What follows belongs to an exercise in optimizing a design on an open flow for small area, a short achievable clock period and few clock cycles per item; a production flow would make more cautious choices. At most, simulation tests tie the RTL to the original design; equivalence was not proved.

Design cordic, start of the top module:
module cordic (
    input  wire               clk,
    input  wire               rst_n,
    input  wire               start,
    input  wire signed [15:0] angle_in,
    output wire signed [15:0] cos_out,
    output wire signed [15:0] sin_out,
    output reg                done
);
Size in the first run: roughly 920 cells after synthesis, ~71 flip-flops, about 52 I/O pins.
clock: 7.0 ns
lec_check: 0
abc_area: 1
cap_margin: 20
core_margin: 2
core_utilization: 60
setup_slack_margin: 3.0
slew_margin: 20
run.sh (not shown) runs the stock make flow with config.mk's settings and CLKGATE_MAP_FILE= SYNTH_SCRIPT=/design/flow/synth_recipe.tcl, a recipe that flattens the netlist after the stock synthesis.
Change:
Settings changed: CORE_UTILIZATION 60 to 55, SETUP_SLACK_MARGIN 3.0 to 3.5, TNS_END_PERCENT from default to 5.
Critical path depth decreases by 1. Area after synthesis is unchanged. Setup slack improves by 0.30 ns. Design area increases by 4.4%. Routed wire length increases by 6.4%. Global-route usage decreases by 0.36 points. Count of clock-buffer cells in the layout increases by 2. Maximum frequency increases by 8.7%. First-iteration DRC count increases by 4.5%. Die area increases by 8.7%.
Change:
Settings changed: TNS_END_PERCENT 5 to default.
After rerunning: The new run passed the timing, DRC and antenna checks. Setup slack improves by 0.033 ns. Cell area goes up by about 0.4%.
Change:
Settings changed: SETUP_SLACK_MARGIN 3.5 to 4.0.
- The changed run completed without violations
- cell count climbs by about 4%
- register-to-register slack gains 0.27 ns
- non-clock buffer count climbs by 44
- sequential cell count does not change
- die area stays the same
Function was not checked in any run of this note: the RTL went through the layout flow alone.

* * *

cordic, a different RTL version from the one above (not shown whole).
For scale: roughly 67 flip-flops, about 6400 um^2 of cells after synthesis.
Settings: LEC_CHECK=0, CAP_MARGIN=20, CORE_MARGIN=2, CORE_UTILIZATION=40, SLEW_MARGIN=20; clock period 7.0 ns.
The first run ran to the end with no violations.
Testbench counts at the start, summed over its fixed seeds: cycles 24,008, items 1,600.
Change:
- ABC_CLOCK_PERIOD_IN_PS: unset -> 3000
- CORE_UTILIZATION: 40 -> 65
Outcome: Wire length shrinks by 2.5%; synthesized area does not change; cell area shrinks by 2.5%.

* * *

cordic, a different RTL version from the one above (not shown whole).
For scale: about 59 flip-flops, roughly 52 I/O pins, about 6500 sq um of cells after synthesis.
Settings: LEC_CHECK=0, ABC_AREA=1, CAP_MARGIN=20, CORE_MARGIN=2, CORE_UTILIZATION=45, CTS_BUF_LIST=sky130_fd_sc_hd__clkbuf_4, CTS_CLUSTER_DIAMETER=30, CTS_CLUSTER_SIZE=10, SETUP_SLACK_MARGIN=3.85, SLEW_MARGIN=20; clock period 7.0 ns.
The starting point went through all stages and came out clean.
Testbench counts at the start, summed over its fixed seeds: cycles 24,008, items 1,600.
==> next run, changes <==
Settings changed: CTS_BUF_LIST sky130_fd_sc_hd__clkbuf_4 to sky130_fd_sc_hd__clkbuf_2 sky130_fd_sc_hd__clkbuf_4, CTS_CLUSTER_DIAMETER 30 to 25, CTS_CLUSTER_SIZE 10 to 8.
The new run went through all stages and came out clean.
Die area does not change.
Area after synthesis does not change.
Sequential share of layout area is unchanged.
Register-to-register slack is about the same.
Global-route usage stays the same.
Non-clock buffer count does not change.

* * *

The RTL this note starts from:
==> flow/design.v <==
module cordic (
    input  wire               clk,
    input  wire               rst_n,
    input  wire               start,
    input  wire signed [15:0] angle_in,
    output wire signed [15:0] cos_out,
    output wire signed [15:0] sin_out,
    output reg                done
);
    localparam signed [15:0] K = 16'sd9949;
    reg signed [15:0] x, y, z;
    reg [3:0] cnt;       
    reg [3:0] cntb;      
    reg px;              
    reg busy;
    wire [15:0] atan_i =
          ({16{cnt == 4'd1}} & 16'h1DAC) | ({16{cnt == 4'd2}} & 16'h0FAE)
        | ({16{cnt == 4'd3}} & 16'h07F5) | ({16{cnt == 4'd4}} & 16'h03FF)
        | ({16{cnt == 4'd5}} & 16'h0200) | ({16{cnt == 4'd6}} & 16'h0100)
        | ({16{cnt == 4'd7}} & 16'h0080) | ({16{cnt == 4'd8}} & 16'h0040)
        | ({16{cnt == 4'd9}} & 16'h0020) | ({16{cnt == 4'd10}} & 16'h0010)
        | ({16{cnt == 4'd11}} & 16'h0008) | ({16{cnt == 4'd12}} & 16'h0004)
        | ({16{cnt == 4'd13}} & 16'h0002) | ({16{cnt == 4'd14}} & 16'h0001);
    wire dz = ~z[15];                        
    wire signed [15:0] yc = y ^ {16{px}};
    wire signed [15:0] xc = x ^ {16{~px}};
    wire signed [15:0] ysh = yc >>> cnt;
    wire signed [15:0] xsh = xc >>> (~cntb);
    wire [15:0] x_n = x + ysh + {15'd0, px};
    wire [15:0] y_n = y + xsh + {15'd0, ~px};
    wire d0 = ~angle_in[15];
    wire [15:0] za = start ? angle_in : z;
    wire [15:0] ata = start ? 16'h3244 : atan_i;
    wire        dza = start ? d0 : dz;
    wire [15:0] z_n = za + (ata ^ {16{dza}}) + {15'd0, dza};
    always @(posedge clk) begin
        if (start) begin
            x   <= K;
            y   <= d0 ? K : -K;
        end else begin
            x   <= x_n;
            y   <= y_n;
        end
        if (start) begin
            cnt  <= 4'd1;
            cntb <= ~4'd1;
        end else begin
            cnt  <= cnt + 4'd1;
            cntb <= cntb - 4'd1;
        end
    end
    always @(posedge clk) begin
        z  <= z_n;
        px <= ~z_n[15];
    end
    wire last = (cnt == 4'd14);
    always @(posedge clk or negedge rst_n) begin
        if (!rst_n) begin
            busy <= 1'b0;
            done <= 1'b0;
        end else begin
            busy <= start | (busy & ~last);
            done <= busy & last;
        end
    end
    assign cos_out = x;
    assign sin_out = y;
endmodule
clock: 7.0 ns
lec_check: 0
abc_area: 1
cap_margin: 20
core_margin: 2
core_utilization: 45
setup_slack_margin: 3.7
slew_margin: 20
Testbench counts at the start, summed over its fixed seeds: cycles 24,008, items 1,600.
==> next run, changes <==
Settings changed: CTS_BUF_LIST set to sky130_fd_sc_hd__clkbuf_4, CTS_CLUSTER_SIZE set to 20.
Outcome: Critical path depth goes down by 1; utilization shrinks by 1.4 points; maximum frequency went down slightly.
==> next run, changes <==
Settings changed: SETUP_SLACK_MARGIN 3.7 to 4.0.
The new run passed the timing, DRC and antenna checks.
Sequential cell count stays the same.
Non-clock buffer count climbs by 35.
Global-route usage climbs by 1.6 points.
Hold slack gets better by 9.8 ps.
==> next run, changes <==
Settings changed: CTS_CLUSTER_SIZE 20 to 12, SETUP_SLACK_MARGIN 4.0 to 3.85.
Outcome:
- synthesized cell count is unchanged
- global-route usage decreases by 1.3 points
- hold slack loses 10 ps
- fmax decreases slightly
- routed wire length decreases by a little under a tenth
- utilization decreases by 6.0 points
- first-iteration DRC count decreases by roughly a tenth

* * *

== run A ==
RTL: the design.v shown in full above, as it stands there.
clock: 7.0 ns
lec_check: 0
abc_area: 1
cap_margin: 20
core_margin: 2
core_utilization: 70
place_density: 0.8
setup_slack_margin: 3.5
slew_margin: 20
Testbench counts of run A, summed over its fixed seeds: cycles 24,008, items 1,600.
Edits applied to the flow inputs when going from run A to run B:
- CTS_BUF_LIST newly set to sky130_fd_sc_hd__clkbuf_4
- SETUP_SLACK_MARGIN changed from 3.5 to 3.85
- PLACE_DENSITY removed (was 0.8)
- CTS_CLUSTER_SIZE newly set to 20
- CORE_UTILIZATION changed from 70 to 45
Notes after the runs:
- Looking at the reports, run B completed the entire flow and the layout it produced met the timing, DRC and antenna checks.
- The flow did not stop early for run A: all stages ran, and the layout cleared the timing, DRC and antenna checks.
- The count of plain and timing-repair buffers in run A is 0.915 times that in run B.
- Setup slack in run B is larger than in run A.
Input-level comparison between run C and run B:
- clearing CTS_CLUSTER_SIZE, which used to be 20
- swapping 45 for 55 in CORE_UTILIZATION
- clearing CTS_BUF_LIST, which used to be sky130_fd_sc_hd__clkbuf_4
--- outcome ---
Core utilization: run C higher than run B
Compared with run B, run C shows a lower sequential share of layout area.
Total of max-cap violations: run C vs run B — no meaningful difference
Of run C and run B, it is run C that has the lower clock transition at the register clock pins on the worst setup and hold paths after CTS.
The critical path arrival of run C is lower than that of run B.
Compared with run B, run C instantiates a smaller number of cells.
Comparing run C and run B, the lower worst setup slack is on run C.

* * *

// cordic: RTL as listed in full above, without the edits since
==> flow/config.mk <==
export PLATFORM = sky130hd
export DESIGN_NAME = cordic
export DESIGN_NICKNAME = cordic
export VERILOG_FILES = /design/flow/design.v
export SDC_FILE = /design/flow/constraint.sdc
export NUM_CORES = 4
export LEC_CHECK = 0
export ABC_AREA = 1
export CAP_MARGIN = 20
export CORE_MARGIN = 2
export CORE_UTILIZATION = 55
export SETUP_SLACK_MARGIN = 3.7
export SLEW_MARGIN = 20
==> flow/constraint.sdc <==
create_clock -name core_clock -period 7.0 [get_ports {clk}]
set_input_delay 1.4000 -clock core_clock [delete_from_list [all_inputs] [get_ports {clk}]]
set_output_delay 1.4000 -clock core_clock [all_outputs]
set_load 0.01 [all_outputs]
Testbench counts at the start, summed over its fixed seeds: cycles 24,008, items 1,600.
Then changed:
- CORE_UTILIZATION: 55 -> 45
- CTS_BUF_LIST: not set -> sky130_fd_sc_hd__clkbuf_4 sky130_fd_sc_hd__clkbuf_8
- CTS_CLUSTER_SIZE: not set -> 20
- SETUP_SLACK_MARGIN: 3.7 -> 3.85
Outcome:
- The changed run went through all stages and came out clean
- core utilization shrinks by 11 points
- cell count grows by a few percent
- synthesized cell count does not change
- global-route usage goes down by 6.2 points
- design area came out higher by a few percent
- register-to-register slack is better by 180 ps
- die area went up by about a fifth
- routed wire length is about the same
- flip-flop and latch count is unchanged
Then changed:
- ABC_AREA: 1 -> not set
- CORE_UTILIZATION: 45 -> 55
- CTS_BUF_LIST: sky130_fd_sc_hd__clkbuf_4 sky130_fd_sc_hd__clkbuf_8 -> not set
- CTS_CLUSTER_SIZE: 20 -> not set
- SETUP_SLACK_MARGIN: 3.85 -> 3.5
Area after synthesis went down by about 6%.
Wire length went down by 16%.
Fmax drops by about 17%.
Design area came out lower by about 7.5%.
Then changed:
- ABC_AREA: not set -> 1
- CORE_UTILIZATION: 55 -> 45
- CTS_BUF_LIST: not set -> sky130_fd_sc_hd__clkbuf_4 sky130_fd_sc_hd__clkbuf_8
- SETUP_SLACK_MARGIN: 3.5 -> 3.7
Die area increases by a quarter to a third. Count of clock-buffer cells in the layout decreases by 3. Worst hold slack loses 4.2 ps. Global-route usage decreases by 2.8 points. Routed wire length increases by about a fifth. Final area increases by a few percent. Non-clock buffer count decreases by 4.
Then changed:
- CORE_UTILIZATION: 45 -> 55
- CTS_BUF_LIST: sky130_fd_sc_hd__clkbuf_4 sky130_fd_sc_hd__clkbuf_8 -> not set
- SETUP_SLACK_MARGIN: 3.7 -> 3.5
The changed run went through all stages and came out clean.
Design area went down by about 4.3%.
Non-clock buffer count went down by 13.
Worst setup slack gets worse by 130 ps.
Wire length went up by 1.5%.
Count of clock-buffer cells in the layout went up by 1.
Worst hold slack is about the same.
Via count went up by about 3%.
Maximum frequency went down by 3.9%.
Core utilization went up by 9.9 points.
Critical path depth went down by 1.

## afterwards: timing with drivers on the ports
The results above use ideal ports. As a check the final layouts listed here were re-extracted and re-timed, cells and wires unchanged. Step 1 sets driving cells, clkbuf_16 on the clock port and buf_2 on the other inputs (assumed; they add their load-dependent delay and slew). Step 2 times the ports against the registers' clock, not the clock port: input delays grow and output delays shrink by t, the midpoint of the rising clock arrivals with the driver on. Three values: ideal ports, drivers, drivers and shift; two values: the first two.
run | t, ns | setup slack, ns | clock arrival spread, ns | worst register clock-pin slew, ns | pins driven straight from the clock port
the first run of note 1 | 0.407 | 3.244 / 3.265 / 2.858 | 0.009 / 0.008 | 0.09 / 0.09 | 1
the second run of note 1 | 0.408 | 3.545 / 3.563 / 3.155 | 0.012 / 0.012 | 0.08 / 0.08 | 1
the third run of note 1 | 0.406 | 3.578 / 3.595 / 3.188 | 0.012 / 0.011 | 0.08 / 0.08 | 1
the fourth run of note 1 | 0.396 | 3.555 / 3.550 / 3.155 | 0.011 / 0.011 | 0.08 / 0.08 | 1
the first run of note 2 | 0.379 | 2.332 / 2.332 / 2.234 | 0.012 / 0.012 | 0.07 / 0.07 | 1
the second run of note 2 | 0.395 | 2.265 / 2.265 / 2.265 | 0.017 / 0.017 | 0.09 / 0.09 | 1
the first run of note 3 | 0.502 | 4.026 / 3.991 / 3.556 | 0.015 / 0.015 | 0.12 / 0.12 | 1
the second run of note 3 | 0.502 | 4.026 / 3.991 / 3.556 | 0.015 / 0.015 | 0.12 / 0.12 | 1
the first run of note 4 | 0.380 | 3.866 / 3.887 / 3.507 | 0.007 / 0.007 | 0.05 / 0.05 | 1
the second run of note 4 | 0.495 | 3.838 / 3.849 / 3.354 | 0.013 / 0.014 | 0.11 / 0.11 | 1
the third run of note 4 | 0.483 | 4.011 / 4.008 / 3.617 | 0.018 / 0.018 | 0.12 / 0.12 | 1
the fourth run of note 4 | 0.491 | 3.962 / 3.973 / 3.482 | 0.015 / 0.015 | 0.12 / 0.12 | 1
run A | 0.382 | 3.390 / 3.405 / 3.023 | 0.011 / 0.011 | 0.08 / 0.08 | 1
run B | 0.491 | 3.962 / 3.973 / 3.482 | 0.015 / 0.015 | 0.12 / 0.12 | 1
run C | 0.393 | 3.907 / 3.907 / 3.547 | 0.015 / 0.015 | 0.08 / 0.08 | 1
the first run of note 6 | 0.390 | 3.829 / 3.829 / 3.531 | 0.009 / 0.010 | 0.07 / 0.07 | 1
the second run of note 6 | 0.407 | 3.922 / 3.934 / 3.526 | 0.011 / 0.011 | 0.08 / 0.08 | 1
the third run of note 6 | 0.378 | 3.298 / 3.298 / 2.996 | 0.011 / 0.011 | 0.07 / 0.07 | 1
the fourth run of note 6 | 0.398 | 3.748 / 3.760 / 3.362 | 0.008 / 0.008 | 0.07 / 0.07 | 1
the fifth run of note 6 | 0.379 | 3.617 / 3.631 / 3.252 | 0.015 / 0.016 | 0.08 / 0.08 | 1
After both steps setup and hold are still met in every run listed. The setup slack of the second run of note 4, which loses most, moves by +0.011 ns with the drivers and by -0.484 ns with both steps.
